This design comes from an exercise in tuning for small area on the open sky130 flow, not from production work. Only simulation tests tie the RTL to the original design; equivalence was not proved. The clock input has no modelled driver; a real chip could not lean on it and would need a root buffer or a full tree. Power is estimated from default activity; no workload was simulated.

==> build 48: inputs <==
## ultrasonic
module ultrasonic(
    input               clk,
    input               rst,
    input               btn_start,
    input               echo,
    output              trigger,
    output  [7:0]       fnd_font,
    output  [3:0]       fnd_comm
    );
    wire tick, tick_nx, khz, trig_win, press, start, load, tout;
    wire [2:0] sel;
    wire [10:0] q;
    us_timebase U_TB(.clk(clk), .rst(rst), .tick(tick), .tick_nx(tick_nx),
                     .khz(khz), .trig_win(trig_win), .sel(sel));
    us_button   U_BTN(.clk(clk), .rst(rst), .khz(khz), .btn(btn_start), .press(press));
    us_ctrl     U_CTRL(.clk(clk), .rst(rst), .khz(khz), .trig_win(trig_win), .press(press),
                       .start(start), .trigger(trigger));
    us_dist     U_DIST(.clk(clk), .rst(rst), .start(start), .echo(echo), .tick_nx(tick_nx),
                       .q(q), .tout(tout), .load(load));
    us_display  U_DISP(.clk(clk), .rst(rst), .load(load), .q(q), .tout(tout), .sel(sel),
  ...
==> module us_timebase, before the edit <==
module us_timebase(
    input            clk,
    input            rst,
    output           tick,
    output           tick_nx,    
    output           khz,
    output           trig_win,   
    output reg [2:0] sel
);
    reg  [5:0] p;
    reg  [3:0] u0;
    reg  [2:0] u1;
    assign tick    = ~p[4] & p[3] & p[2] & ~p[1] & p[0];      
    assign tick_nx = p[5] & ~p[3] & p[2] & ~p[0];             
    wire   p12     = (~p[5] & p[4] & ~p[2] & p[1]) | (p[5] & ~p[3] & p[2] & p[1] & p[0]);
    wire   p123    = p12 | (~p[4] & p[3] & p[2] & p[1] & ~p[0]);
    wire   u0_9    = ~u0[2] & u0[1] & u0[0];
    wire   u0_0    = ~u0[3] & ~u0[1] & ~u0[0];
    wire   odd     = u1[0] ^ sel[0];
    assign khz     = tick & u0_9 & odd;
    assign trig_win = odd ? (u0_0 & p12) : ~(u0_0 & p123);
    wire   scan    = tick & u0_9 & u1[2] & u1[1];
    always @(posedge clk or posedge rst) begin
        if (rst) begin
            p <= 6'd9;
            u0 <= 4'b0000;
            u1 <= 3'd0;
            sel <= 3'd0;
        end else begin
            p <= {p[4], p[3], p[2] & ~tick, p[1], p[0], p[5] ^ p[0]};
            if (tick) begin
                u0 <= {~u0[2] & ~u0[0], u0[3], ~u0[1], u0[2]};
                if (u0_9)
                    u1 <= {u1[0], ~u1[2] & ~u1[1], ~u1[1] & ~u1[0]};
                if (scan)
                    sel <= {sel[2] ^ (sel[1] & sel[0]), sel[1] ^ sel[0], ~sel[0]};
            end
        end
    end
endmodule
==> module us_dist, before the edit <==
module us_dist(
    input         clk,
    input         rst,
    input         start,
    input         echo,
    input         tick_nx,
    output [10:0] q,
    output        tout,
    output        load
);
    localparam DI = 2'd0, DH = 2'd1, DC = 2'd2, DD = 2'd3;
    reg  [1:0] ds;
    reg        e1;
    reg  [6:0] f;
    reg  [3:0] q0, q1;
    reg  [2:0] q2;
    assign q = {q2, q1, q0};
    wire nz = ~(~q2[2] & ~q2[1] & q2[0]);
    assign load = (ds == DD);
    wire inc  = echo & tick_nx;
    wire f68 = f[6] & f[5] & f[4] & f[2];
    wire f69 = f[6] & f[5] & f[3] & ~f[1] & ~f[0];
    assign tout = q2[1] & ~q2[0] & q1[2] & q1[1] & q0[1] & ~q0[0] & f68;
    wire short_seg = (~q0[2] & q0[1]) | (q0[1] & q0[0]);     
    wire q0_9 = q0[3] & ~q0[2];
    wire q1_9 = q1[3] & ~q1[2];
    wire fwrap = short_seg ? f68 : f69;
    function [6:0] inc7(input [6:0] x);
        integer i; reg c;
        begin
            c = 1'b1;
            for (i = 0; i < 7; i = i + 1) begin
                inc7[i] = x[i] ^ c;
                c = c & x[i];
            end
        end
    endfunction
    always @(posedge clk or posedge rst) begin
        if (rst)
            ds <= DI;
        else case (ds)
            DI: if (start) ds <= DH;
            DH: if ((~echo & e1 & nz) | tout) ds <= DC;
            DC: ds <= DD;
            DD: ds <= DI;
        endcase
    end
    wire [3:0] q0i = {(~q0[3] & q0[1] & ~q0[0]) | (q0[3] & ~q0[1]), (~q0[3] & ~q0[0]) | (~q0[3] & q0[1]), q0[2], ~q0[1]};
    wire [3:0] q1i = {(~q1[3] & q1[1] & ~q1[0]) | (q1[3] & ~q1[1]), (~q1[3] & ~q1[0]) | (~q1[3] & q1[1]), q1[2], ~q1[1]};
    wire [2:0] q2i = {~q2[0] | q2[1], q2[2], ~q2[1]};
    always @(posedge clk) begin
        e1 <= echo;
        if (ds == DI) begin
            f  <= 7'd0;
            q0 <= 4'b0000;
            q1 <= 4'b0000;
            q2 <= 3'b001;
        end else if (ds == DH && inc) begin
            if (~nz) q2 <= 3'b000;
            if (fwrap) begin
                f <= 7'd0;
                q0 <= q0i;
                if (q0_9) begin
                    q1 <= q1i;
                    if (q1_9) q2 <= q2i;
                end
            end else
                f <= {f[5:0], ~(f[6] ^ f[0])};
        end
    end
endmodule
clock: 120.0 ns
lec_check: 0
cap_margin: 20
core_margin: 2
core_utilization: 65
place_density: 0.75
slew_margin: 20
standard.sh (not shown) runs the stock make flow with config.mk's settings and CLKGATE_MAP_FILE= SYNTH_SCRIPT=/design/flow/synth_recipe.tcl, a recipe that flattens the netlist after the stock synthesis.
==> flow/flow/run.sh <==
#!/bin/bash
# Own layout flow: the standard synthesis, then an area-oriented ABC re-mapping
# of the combinational logic only (registers, their names and cell types are
# kept as the standard synthesis made them), then the standard layout steps
# with smaller port buffers and a one-level clock tree (flow/cts_hook.tcl).
set -euo pipefail
export DONT_USE_LIST="$(cat flow/dont_use.txt)"
W=$(pwd)
R=$W/orfs/results/$FLOW_PLATFORM/ultrasonic/base
bash standard.sh "$R/1_2_yosys.v" > synth_standard.log 2>&1
cp "$R/1_2_yosys.v" "$W/standard_netlist.v"
yosys -c "$W/flow/reopt.tcl" > reopt.log 2>&1
cp "$W/reopt_netlist.v" "$R/1_2_yosys.v"
bash standard.sh \
  "BUFFER_PORTS_ARGS=-buffer_cell sky130_fd_sc_hd__buf_1" \
  "PRE_CTS_TCL=$W/flow/cts_hook.tcl" \
  finish > layout.log 2>&1
==> flow/flow/cts_hook.tcl <==
# Clock tree: the flip-flops are split into 2 x 2 groups by position
# (2 equal-size columns along x, each cut into 2 equal-size groups
# along y) and each group gets one clock buffer of type clkbuf_8 at its centre,
# driven by the clock port. This replaces TritonCTS's H-tree; the design is
# small enough for one level of buffers.
rename clock_tree_synthesis orfs_clock_tree_synthesis
proc clock_tree_synthesis { args } {
  set block [ord::get_db_block]
  set dbu [$block getDbUnitsPerMicron]
  set ffs {}
  foreach inst [$block getInsts] {
    if { [string match "sky130_fd_sc_hd__df*" [[$inst getMaster] getName]] } {
      set loc [$inst getLocation]
      lappend ffs [list [lindex $loc 0] [lindex $loc 1] [$inst getName]]
    }
  }
  set ffs [lsort -real -index 0 $ffs]
  set n [llength $ffs]
  set cols 2
  set rows 2
  set k 0
  for { set c 0 } { $c < $cols } { incr c } {
    set col [lrange $ffs [expr { $c * $n / $cols }] [expr { ($c + 1) * $n / $cols - 1 }]]
    set col [lsort -real -index 1 $col]
    set m [llength $col]
    for { set r 0 } { $r < $rows } { incr r } {
      set grp [lrange $col [expr { $r * $m / $rows }] [expr { ($r + 1) * $m / $rows - 1 }]]
      set sx 0.0
      set sy 0.0
      set pins {}
      foreach f $grp {
        set sx [expr { $sx + [lindex $f 0] }]
        set sy [expr { $sy + [lindex $f 1] }]
        lappend pins [get_pins "[lindex $f 2]/CLK"]
      }
      set g [llength $grp]
      set x [expr { $sx / $g / $dbu }]
      set y [expr { $sy / $g / $dbu }]
      puts "clock buffer $k for $g flip-flops at $x $y"
      insert_buffer -buffer_cell sky130_fd_sc_hd__clkbuf_8 -net clk -load_pins $pins \
        -location [list $x $y] -buffer_name clkbuf_$k -net_name clk_$k
      incr k
    }
  }
}
==> flow/flow/reopt.tcl <==
# Re-map the combinational logic of the standard synthesis netlist for area.
# The flip-flop instances are kept untouched (same names, same cells).
yosys -import
set lib $::env(FLOW_HOME)/platforms/sky130hd/lib/sky130_fd_sc_hd__tt_025C_1v80.lib
set dont_use {}
foreach c $::env(DONT_USE_LIST) { lappend dont_use -dont_use $c }
read_liberty -ignore_miss_func $lib
read_verilog standard_netlist.v
hierarchy -top $::env(FLOW_TOP)
setattr -mod -set keep_hierarchy 1 sky130_fd_sc_hd__*df* sky130_fd_sc_hd__*dl*
flatten
opt_clean
abc -liberty $lib {*}$dont_use -script [file join [pwd] flow area.abc]
opt_clean -purge
hilomap -singleton -hicell sky130_fd_sc_hd__conb_1 HI -locell sky130_fd_sc_hd__conb_1 LO
insbuf -buf sky130_fd_sc_hd__buf_1 A X
splitnets
opt_clean -purge
blackbox sky130_fd_sc_hd__*
tee -o reopt_stat.txt stat -liberty $lib
write_verilog -noattr -nohex -nodec reopt_netlist.v
Other scripts of this flow, unchanged in this note and not shown: flow/flow/area.abc, flow/flow/dont_use.txt
==> inputs of trial 95, as changes to build 48 <==
--- a/flow/design.v
+++ b/flow/design.v
@@ -12,8 +12,8 @@
     reg  [3:0] u0;
     reg  [2:0] u1;
-    assign tick    = ~p[4] & p[3] & p[2] & ~p[1] & p[0];      
-    assign tick_nx = p[5] & ~p[3] & p[2] & ~p[0];             
-    wire   p12     = (~p[5] & p[4] & ~p[2] & p[1]) | (p[5] & ~p[3] & p[2] & p[1] & p[0]);
-    wire   p123    = p12 | (~p[4] & p[3] & p[2] & p[1] & ~p[0]);
+    assign tick    = ~p[4] & ~p[2] & ~p[1] & ~p[0];           
+    assign tick_nx = ~p[5] & ~p[3] & ~p[1] & ~p[0];           
+    wire   p12     = ~p[5] & ~p[4] & ~p[3] & p[1];
+    wire   p123    = (~p[5] & ~p[4] & ~p[3] & ~p[2]) | (~p[5] & ~p[4] & p[2] & p[1] & p[0]);
     wire   u0_9    = ~u0[2] & u0[1] & u0[0];
     wire   u0_0    = ~u0[3] & ~u0[1] & ~u0[0];
@@ -24,10 +24,10 @@
     always @(posedge clk or posedge rst) begin
         if (rst) begin
-            p <= 6'd9;
+            p <= 6'd1;
             u0 <= 4'b0000;
             u1 <= 3'd0;
             sel <= 3'd0;
         end else begin
-            p <= {p[4], p[3], p[2] & ~tick, p[1], p[0], p[5] ^ p[0]};
+            p <= {p[4], p[3] & ~tick, p[2], p[1], p[0] | tick, p[5] ^ p[0]};
             if (tick) begin
                 u0 <= {~u0[2] & ~u0[0], u0[3], ~u0[1], u0[2]};
--- a/flow/flow/cts_hook.tcl
+++ b/flow/flow/cts_hook.tcl
@@ -1,4 +1,4 @@
-# Clock tree: the flip-flops are split into 2 x 2 groups by position
-# (2 equal-size columns along x, each cut into 2 equal-size groups
+# Clock tree: the flip-flops are split into 3 x 1 groups by position
+# (3 equal-size columns along x, each cut into 1 equal-size groups
 # along y) and each group gets one clock buffer of type clkbuf_8 at its centre,
 # driven by the clock port. This replaces TritonCTS's H-tree; the design is
@@ -17,6 +17,6 @@
   set ffs [lsort -real -index 0 $ffs]
   set n [llength $ffs]
-  set cols 2
-  set rows 2
+  set cols 3
+  set rows 1
   set k 0
   for { set c 0 } { $c < $cols } { incr c } {
--- a/flow/config.mk
+++ b/flow/config.mk
@@ -8,5 +8,5 @@
 export CAP_MARGIN = 20
 export CORE_MARGIN = 2
-export CORE_UTILIZATION = 65
-export PLACE_DENSITY = 0.75
+export CORE_UTILIZATION = 80
+export PLACE_DENSITY = 0.88
 export SLEW_MARGIN = 20
==> inputs of build 28, as changes to build 48 <==
--- a/flow/design.v
+++ b/flow/design.v
@@ -12,8 +12,8 @@
     reg  [3:0] u0;
     reg  [2:0] u1;
-    assign tick    = ~p[4] & p[3] & p[2] & ~p[1] & p[0];      
-    assign tick_nx = p[5] & ~p[3] & p[2] & ~p[0];             
-    wire   p12     = (~p[5] & p[4] & ~p[2] & p[1]) | (p[5] & ~p[3] & p[2] & p[1] & p[0]);
-    wire   p123    = p12 | (~p[4] & p[3] & p[2] & p[1] & ~p[0]);
+    assign tick    = ~p[4] & ~p[2] & ~p[1] & ~p[0];           
+    assign tick_nx = ~p[5] & ~p[3] & ~p[1] & ~p[0];           
+    wire   p12     = ~p[5] & ~p[4] & ~p[3] & p[1];
+    wire   p123    = (~p[5] & ~p[4] & ~p[3] & ~p[2]) | (~p[5] & ~p[4] & p[2] & p[1] & p[0]);
     wire   u0_9    = ~u0[2] & u0[1] & u0[0];
     wire   u0_0    = ~u0[3] & ~u0[1] & ~u0[0];
@@ -24,10 +24,10 @@
     always @(posedge clk or posedge rst) begin
         if (rst) begin
-            p <= 6'd9;
+            p <= 6'd1;
             u0 <= 4'b0000;
             u1 <= 3'd0;
             sel <= 3'd0;
         end else begin
-            p <= {p[4], p[3], p[2] & ~tick, p[1], p[0], p[5] ^ p[0]};
+            p <= {p[4], p[3] & ~tick, p[2], p[1], p[0] | tick, p[5] ^ p[0]};
             if (tick) begin
                 u0 <= {~u0[2] & ~u0[0], u0[3], ~u0[1], u0[2]};
@@ -84,5 +84,5 @@
     output        load
 );
-    localparam DI = 2'd0, DH = 2'd1, DC = 2'd2, DD = 2'd3;
+    localparam DI = 2'd0, DH = 2'd2, DC = 2'd3, DD = 2'd1;
     reg  [1:0] ds;
     reg        e1;
@@ -94,6 +94,6 @@
     assign load = (ds == DD);
     wire inc  = echo & tick_nx;
-    wire f68 = f[6] & f[5] & f[4] & f[2];
-    wire f69 = f[6] & f[5] & f[3] & ~f[1] & ~f[0];
+    wire f68 = f[6] & f[4] & f[3] & f[0];
+    wire f69 = f[6] & f[5] & f[4] & ~f[3] & f[1];
     assign tout = q2[1] & ~q2[0] & q1[2] & q1[1] & q0[1] & ~q0[0] & f68;
     wire short_seg = (~q0[2] & q0[1]) | (q0[1] & q0[0]);     
@@ -141,5 +141,5 @@
                 end
             end else
-                f <= {f[5:0], ~(f[6] ^ f[0])};
+                f <= {f[5:0], ~(f[6] ^ f[2])};
         end
     end
==> flow/flow/run.sh (replaced) <==
#!/bin/bash
# Own layout flow: the standard synthesis, then an area-oriented ABC re-mapping
# (four seeds, smallest kept) of the combinational logic only (registers, their names and cell types are
# kept as the standard synthesis made them), then the standard layout steps
# with smaller port buffers and a one-level clock tree (flow/cts_hook.tcl).
set -euo pipefail
export DONT_USE_LIST="$(cat flow/dont_use.txt)"
W=$(pwd)
R=$W/orfs/results/$FLOW_PLATFORM/ultrasonic/base
bash standard.sh "$R/1_2_yosys.v" > synth_standard.log 2>&1
cp "$R/1_2_yosys.v" "$W/standard_netlist.v"
# four ABC runs with different deepsyn seeds; keep the smallest netlist
for s in 1 2 3 4; do
  mkdir -p "$W/reopt_$s"
  sed "s/&deepsyn -T 60/\&deepsyn -T 60 -S $s/" "$W/flow/area.abc" > "$W/reopt_$s/area.abc"
  (cd "$W/reopt_$s" && STD_NETLIST="$W/standard_netlist.v" REOPT_SCRIPT="$W/reopt_$s/area.abc" \
    yosys -c "$W/flow/reopt.tcl" > "$W/reopt_$s.log" 2>&1) &
done
wait
best=""
best_area=""
for s in 1 2 3 4; do
  a=$(awk '/Chip area/ {print $NF}' "$W/reopt_$s/reopt_stat.txt" 2>/dev/null || true)
  [[ -n "$a" && -s "$W/reopt_$s/reopt_netlist.v" ]] || continue
  if [[ -z "$best" ]] || awk -v a="$a" -v b="$best_area" 'BEGIN { exit !(a < b) }'; then
    best=$s
    best_area=$a
  fi
done
echo "reopt: seed $best, area $best_area" > reopt_choice.log
cp "$W/reopt_$best/reopt_netlist.v" "$R/1_2_yosys.v"
bash standard.sh \
  "BUFFER_PORTS_ARGS=-buffer_cell sky130_fd_sc_hd__buf_1" \
  "PRE_CTS_TCL=$W/flow/cts_hook.tcl" \
  finish > layout.log 2>&1
--- a/flow/flow/cts_hook.tcl
+++ b/flow/flow/cts_hook.tcl
@@ -1,4 +1,4 @@
-# Clock tree: the flip-flops are split into 2 x 2 groups by position
-# (2 equal-size columns along x, each cut into 2 equal-size groups
+# Clock tree: the flip-flops are split into 3 x 1 groups by position
+# (3 equal-size columns along x, each cut into 1 equal-size groups
 # along y) and each group gets one clock buffer of type clkbuf_8 at its centre,
 # driven by the clock port. This replaces TritonCTS's H-tree; the design is
@@ -17,6 +17,6 @@
   set ffs [lsort -real -index 0 $ffs]
   set n [llength $ffs]
-  set cols 2
-  set rows 2
+  set cols 3
+  set rows 1
   set k 0
   for { set c 0 } { $c < $cols } { incr c } {
==> flow/flow/reopt.tcl (replaced) <==
# Re-map the combinational logic of the standard synthesis netlist for area.
# The flip-flop instances are kept untouched (same names, same cells).
# Inputs: STD_NETLIST, REOPT_SCRIPT (ABC script); writes reopt_stat.txt and
# reopt_netlist.v in the current folder.
yosys -import
set lib $::env(FLOW_HOME)/platforms/sky130hd/lib/sky130_fd_sc_hd__tt_025C_1v80.lib
set dont_use {}
foreach c $::env(DONT_USE_LIST) { lappend dont_use -dont_use $c }
read_liberty -ignore_miss_func $lib
read_verilog $::env(STD_NETLIST)
hierarchy -top $::env(FLOW_TOP)
setattr -mod -set keep_hierarchy 1 sky130_fd_sc_hd__*df* sky130_fd_sc_hd__*dl*
flatten
opt_clean
abc -liberty $lib {*}$dont_use -script $::env(REOPT_SCRIPT)
opt_clean -purge
hilomap -singleton -hicell sky130_fd_sc_hd__conb_1 HI -locell sky130_fd_sc_hd__conb_1 LO
insbuf -buf sky130_fd_sc_hd__buf_1 A X
splitnets
opt_clean -purge
blackbox sky130_fd_sc_hd__*
tee -o reopt_stat.txt stat -liberty $lib
write_verilog -noattr -nohex -nodec reopt_netlist.v
--- a/flow/config.mk
+++ b/flow/config.mk
@@ -8,5 +8,5 @@
 export CAP_MARGIN = 20
 export CORE_MARGIN = 2
-export CORE_UTILIZATION = 65
-export PLACE_DENSITY = 0.75
+export CORE_UTILIZATION = 80
+export PLACE_DENSITY = 0.88
 export SLEW_MARGIN = 20
==> comparison table <==
| quantity | build 28 | build 48 | trial 95 |
|---|---|---|---|
| Result of the run | timing/DRC/antenna clean | timing/DRC/antenna clean | timing/DRC/antenna clean |
| Data required time of the worst path | 96.00 ns | 96.00 ns | 120.05 ns |
| Cell area after placement | 2541 um2 | 2610 um2 | 2572 um2 |
| Internal power consumption | 0.02249 mW | 0.02324 mW | 0.02811 mW |
| Synthesized Nets | 288 | 292 | 292 |
| Finished Cell Area | 2585 um2 | 2665 um2 | 2614 um2 |
| Overall via count from detail_route | 2012 | 2000 | 1994 |
| Largest net degree at the start of global routing | 35 | 26 | 35 |
| R2r endpoint | U_CTRL.kcnt[6] | U_CTRL.kcnt[6] | U_DIST.q2[2] |
| Power Clock | 0.00709 mW | 0.00781 mW | 0.00701 mW |
| Total leakage power | 0.9936 nW | 0.9709 nW | 1.003 nW |
| Met2 wirelength from detailed routing | 2.354 mm | 2.001 mm | 2.263 mm |
| Met3 Usage GRT | 0.01965 | 0.01363 | 0.01965 |
| Fraction of met2 tracks used by global routing | 0.4804 | 0.3699 | 0.4710 |
| Average cell area after synthesis | 8.591 um2 | 8.645 um2 | 8.580 um2 |
| Critical R2R Launch | U_TB.p[1] | U_TB.p[0] | U_DIST.q0[2] |
| Count of buffer and inverter cells on the critical path | 3 | 3 | 4 |
| Share of the final layout cell area in sequential cells | 0.5310 | 0.5155 | 0.5251 |
| Total iterations of the first detailed-routing run | 4 | 6 | 4 |
| Full die area | 3508 um2 | 4341 um2 | 3549 um2 |
| Post-route insts no fill | 335 | 355 | 339 |
| Final worst slack | 94.01 ns | 93.98 ns | 93.96 ns |
| Starting density of the core | 0.8193 | 0.6801 | 0.8229 |
| Global routing usage on met1 | 0.3777 | 0.3285 | 0.3871 |
In every run of this note, the design's own scripts or RTL, not TritonCTS, make the clock network.

-- separate check: timing with driven ports --
Ports are ideal in the flow. The routed layouts listed here were re-timed in OpenROAD.
Step 1, drivers: a clkbuf_16 drives clk and a buf_2 each remaining input, both assumed.
Step 2 adds t to the input delays and takes it off the output delays; t is the mean of the earliest and latest rising clock arrival at the registers after step 1. Input paths then give back, and output paths get back, about the clock's delay inside the block.
Slacks: no drivers / after step 1 / after step 2; pairs: no drivers / after step 1.
run	t (ns)	setup WS [ns]	worst setup path after step 2	latest minus earliest clock arrival (ns)	worst register clock-pin slew, ns
build 48	0.204	93.979 / 93.921 / 93.836	input to register	0.008 / 0.007	0.09 / 0.09
trial 95	0.208	93.957 / 93.937 / 93.770	input to register	0.007 / 0.007	0.11 / 0.11
build 28	0.208	94.008 / 93.964 / 93.919	input to register	0.010 / 0.010	0.12 / 0.12
After both steps setup and hold are still met in every run listed. For trial 95, which loses most, drivers alone change the setup slack by -0.020 ns; drivers and shift together by -0.187 ns.
